Source: an optimization exercise on an open RTL-to-GDS flow (aim: small area). Production flows keep margins and buffers that such runs may drop.
Function was checked by simulation only, so behaviour that the tests miss may differ from the original.
The clock port is modelled as an ideal driver, which makes a skipped or thinned clock tree look cheaper than it is; a real chip needs a root buffer or a tree.
No activity file was given, so power comes from the tool's default toggle rates.

## DigitalClock
module DigitalClock (
    input   wire        clk,
    input   wire        rst,
    input   wire        key_mode,
    input   wire        key_inc,
    input   wire        key_alarm_off,
    output  wire        beep,
    output  wire [6:0]  seg_out,
    output  wire [5:0]  digit_sel
);
    wire key_mode_pulse, key_inc_pulse, key_alarm_off_pulse;
    wire clk_1hz_en, scan_en, blink;
    wire time_count_en, load_h, load_m, sec_wrapped, blank_h, blank_m, alarm_on_flag;
    wire sec_is_0, min_is_0, min_inc, min_dec, hour_inc;
    wire [3:0] sec0, min0, hour0;
    wire [2:0] sec1, min1;
    wire [1:0] hour1;
    wire [3:0] num_to_decode;
    key_debounce debounce_mode      (.clk(clk), .rst(rst), .key_in(key_mode),      .key_pulse(key_mode_pulse));
    key_debounce debounce_inc       (.clk(clk), .rst(rst), .key_in(key_inc),       .key_pulse(key_inc_pulse));
    key_debounce debounce_alarm_off (.clk(clk), .rst(rst), .key_in(key_alarm_off), .key_pulse(key_alarm_off_pulse));
    clk_divider u_clk_divider (
        .clk_in(clk), .rst(rst),
        .clk_1hz_en(clk_1hz_en), .scan_en(scan_en), .blink(blink)
    );
    clock_controller u_controller (
        .clk(clk), .rst(rst),
        .key_mode_pulse(key_mode_pulse), .key_inc_pulse(key_inc_pulse),
        .key_alarm_off_pulse(key_alarm_off_pulse),
        .sec_is_0(sec_is_0), .min_is_0(min_is_0), .sec_wrapped(sec_wrapped),
        .min_inc(min_inc), .min_dec(min_dec), .hour_inc(hour_inc),
  ...
==> module key_debounce, before the edit <==
module key_debounce (
    input  wire clk,
    input  wire rst,
    input  wire key_in,
    output reg  key_pulse
);
    localparam [9:0] DB_START = 10'b0000011001;
    reg [1:0] key_state_sync;
    reg [9:0] counter;
    reg       key_state_q;
    reg       key_state_q_prev;
    wire differ  = key_state_sync[1] ^ key_state_q;
    wire low_nz  = |counter[8:0];
    wire at_end  = ~low_nz & ~counter[9];
    always @(posedge clk or posedge rst) begin
        if (rst) begin
            key_state_sync <= 2'b11;
            key_state_q    <= 1'b1;
            key_pulse      <= 1'b0;
        end else begin
            key_state_sync <= {key_state_sync[0], key_in};
            if (differ & at_end)
                key_state_q <= ~key_state_q;
            key_pulse <= key_state_q_prev & ~key_state_q;
        end
    end
    always @(posedge clk) begin
        if (!differ)
            counter <= DB_START;
        else
            counter <= {counter[8:0], (counter[9] ^ counter[6]) & low_nz};
        key_state_q_prev <= key_state_q;
    end
endmodule
==> module buzzer_controller, before the edit <==
module buzzer_controller (
    input  wire clk,
    input  wire rst,
    input  wire alarm_on,
    output reg  beep
);
    localparam [14:0] BZ_START = 15'b101001100000000;
    reg [14:0] counter;
    wire at_end = (counter == 15'd0);
    always @(posedge clk or posedge rst) begin
        if (rst)
            beep <= 1'b0;
        else
            beep <= alarm_on & (beep ^ at_end);
    end
    always @(posedge clk) begin
        if (!alarm_on)
            counter <= 15'd0;
        else if (at_end)
            counter <= BZ_START;
        else
            counter <= {counter[13:0], ~(counter[14] ^ counter[13])};
    end
endmodule
==> flow/config.mk <==
export PLATFORM = sky130hd
export DESIGN_NAME = DigitalClock
export DESIGN_NICKNAME = DigitalClock
export VERILOG_FILES = /design/flow/design.v
export SDC_FILE = /design/flow/constraint.sdc
export NUM_CORES = 4
export LEC_CHECK = 0
export ABC_AREA = 1
export CAP_MARGIN = 20
export CORE_MARGIN = 2
export CORE_UTILIZATION = 40
export SLEW_MARGIN = 20
==> flow/constraint.sdc <==
create_clock -name core_clock -period 10.0 [get_ports {clk}]
set_input_delay 2.0000 -clock core_clock [delete_from_list [all_inputs] [get_ports {clk}]]
set_output_delay 2.0000 -clock core_clock [all_outputs]
set_load 0.01 [all_outputs]
standard.sh (not shown) runs the stock make flow with config.mk's settings and CLKGATE_MAP_FILE= SYNTH_SCRIPT=/design/flow/synth_recipe.tcl, a recipe that flattens the netlist after the stock synthesis.
==> flow/flow/run.sh <==
#!/bin/bash
# Layout flow: the standard ORFS flow (standard.sh) with these changes:
#  - synthesis maps the combinational logic with an area-oriented ABC script
#    (abc_area.script: deepsyn, then &nf with relaxed delay) and leaves adders to ABC instead
#    of mapping them to half/full-adder cells; registers are synthesized
#    exactly as in the standard flow;
#  - the clock tree is built by manual_cts.tcl (a root buffer and leaf
#    buffers that each drive a compact group of flip-flops) instead of
#    TritonCTS; the rest of the CTS step (legalization, repair) is unchanged;
#  - the port buffers are the smallest buffer cell.
# Each tool's output is in standard.log and in orfs/logs.
set -uo pipefail
W=$(pwd)
rm -rf "$W/scripts_local"
cp -r "$FLOW_HOME/scripts" "$W/scripts_local"
cp "$W/flow/abc_area.script" "$W/scripts_local/abc_area.script"
cp "$W/flow/manual_cts.tcl" "$W/scripts_local/manual_cts.tcl"
sed -i 's|^log_cmd clock_tree_synthesis {\*}\$cts_args|source $::env(SCRIPTS_DIR)/manual_cts.tcl|' "$W/scripts_local/cts.tcl"
grep -q manual_cts.tcl "$W/scripts_local/cts.tcl" || { echo "cts.tcl patch failed"; exit 1; }
export SCRIPTS_DIR="$W/scripts_local"
export ADDER_MAP_FILE=
export MCTS_MAX_SINKS=16
export MCTS_LEAF_CELL=sky130_fd_sc_hd__clkbuf_8
export MCTS_ROOT_CELL=sky130_fd_sc_hd__clkbuf_8
export BUFFER_PORTS_ARGS="-inputs -outputs -buffer_cell sky130_fd_sc_hd__buf_1"
bash standard.sh > standard.log 2>&1
Other scripts of this flow, unchanged in this note and not shown: flow/flow/abc_area.script, flow/flow/manual_cts.tcl
Next try:
--- a/flow/design.v
+++ b/flow/design.v
@@ -6,6 +6,8 @@
 );
     localparam [9:0] DB_START = 10'b0000011001;
+    localparam [9:0] DB_POL   = 10'b1010101010;
     reg [1:0] key_state_sync;
-    reg [9:0] counter;
+    reg [9:0] counter_q;
+    wire [9:0] counter = counter_q ^ DB_POL;
     reg       key_state_q;
     reg       key_state_q_prev;
@@ -27,7 +29,7 @@
     always @(posedge clk) begin
         if (!differ)
-            counter <= DB_START;
+            counter_q <= DB_START ^ DB_POL;
         else
-            counter <= {counter[8:0], (counter[9] ^ counter[6]) & low_nz};
+            counter_q <= {counter[8:0], (counter[9] ^ counter[6]) & low_nz} ^ DB_POL;
         key_state_q_prev <= key_state_q;
     end
@@ -109,5 +111,7 @@
 );
     localparam [14:0] BZ_START = 15'b101001100000000;
-    reg [14:0] counter;
+    localparam [14:0] BZ_POL   = 15'b101010101010101;
+    reg  [14:0] counter_q;
+    wire [14:0] counter = counter_q ^ BZ_POL;
     wire at_end = (counter == 15'd0);
     always @(posedge clk or posedge rst) begin
@@ -119,9 +123,9 @@
     always @(posedge clk) begin
         if (!alarm_on)
-            counter <= 15'd0;
+            counter_q <= BZ_POL;
         else if (at_end)
-            counter <= BZ_START;
+            counter_q <= BZ_START ^ BZ_POL;
         else
-            counter <= {counter[13:0], ~(counter[14] ^ counter[13])};
+            counter_q <= {counter[13:0], ~(counter[14] ^ counter[13])} ^ BZ_POL;
     end
 endmodule
What happened: Total power barely changes; sequential power went up slightly; cell area came out lower slightly; die area falls slightly; wire length came out higher by a few percent; via count grows by a few percent; fmax goes up by a few percent; area after synthesis falls slightly; clock power hardly moves; utilization stays flat.
No run of this note takes its clock network from TritonCTS; it comes from the design's own scripts or RTL.

[static timing again, ports no longer ideal]
How much do the figures lean on ideal ports? The routed layouts below were timed once more, with nothing changed but the port constraints.
Step 1 assumes that a clkbuf_16 drives the clock port and a buf_2 every other input.
Step 2 also shifts input and output timing later by t, the mid clock arrival at the registers, as if the neighbouring blocks saw the same clock.
Three values: ideal ports, drivers, drivers and shift; two values: the first two.
run | t, ns | slack for setup (ns) | hold WS [ns] | worst data-port slew with drivers (ns) | pins driven straight from the clock port
the first run | 0.416 | 5.088 / 5.059 / 5.476 | 0.359 / 0.359 / 0.359 | 0.03 | 1
the second run | 0.417 | 5.322 / 5.287 / 5.704 | 0.356 / 0.356 / 0.356 | 0.03 | 1
After both steps setup and hold are still met in every run listed.
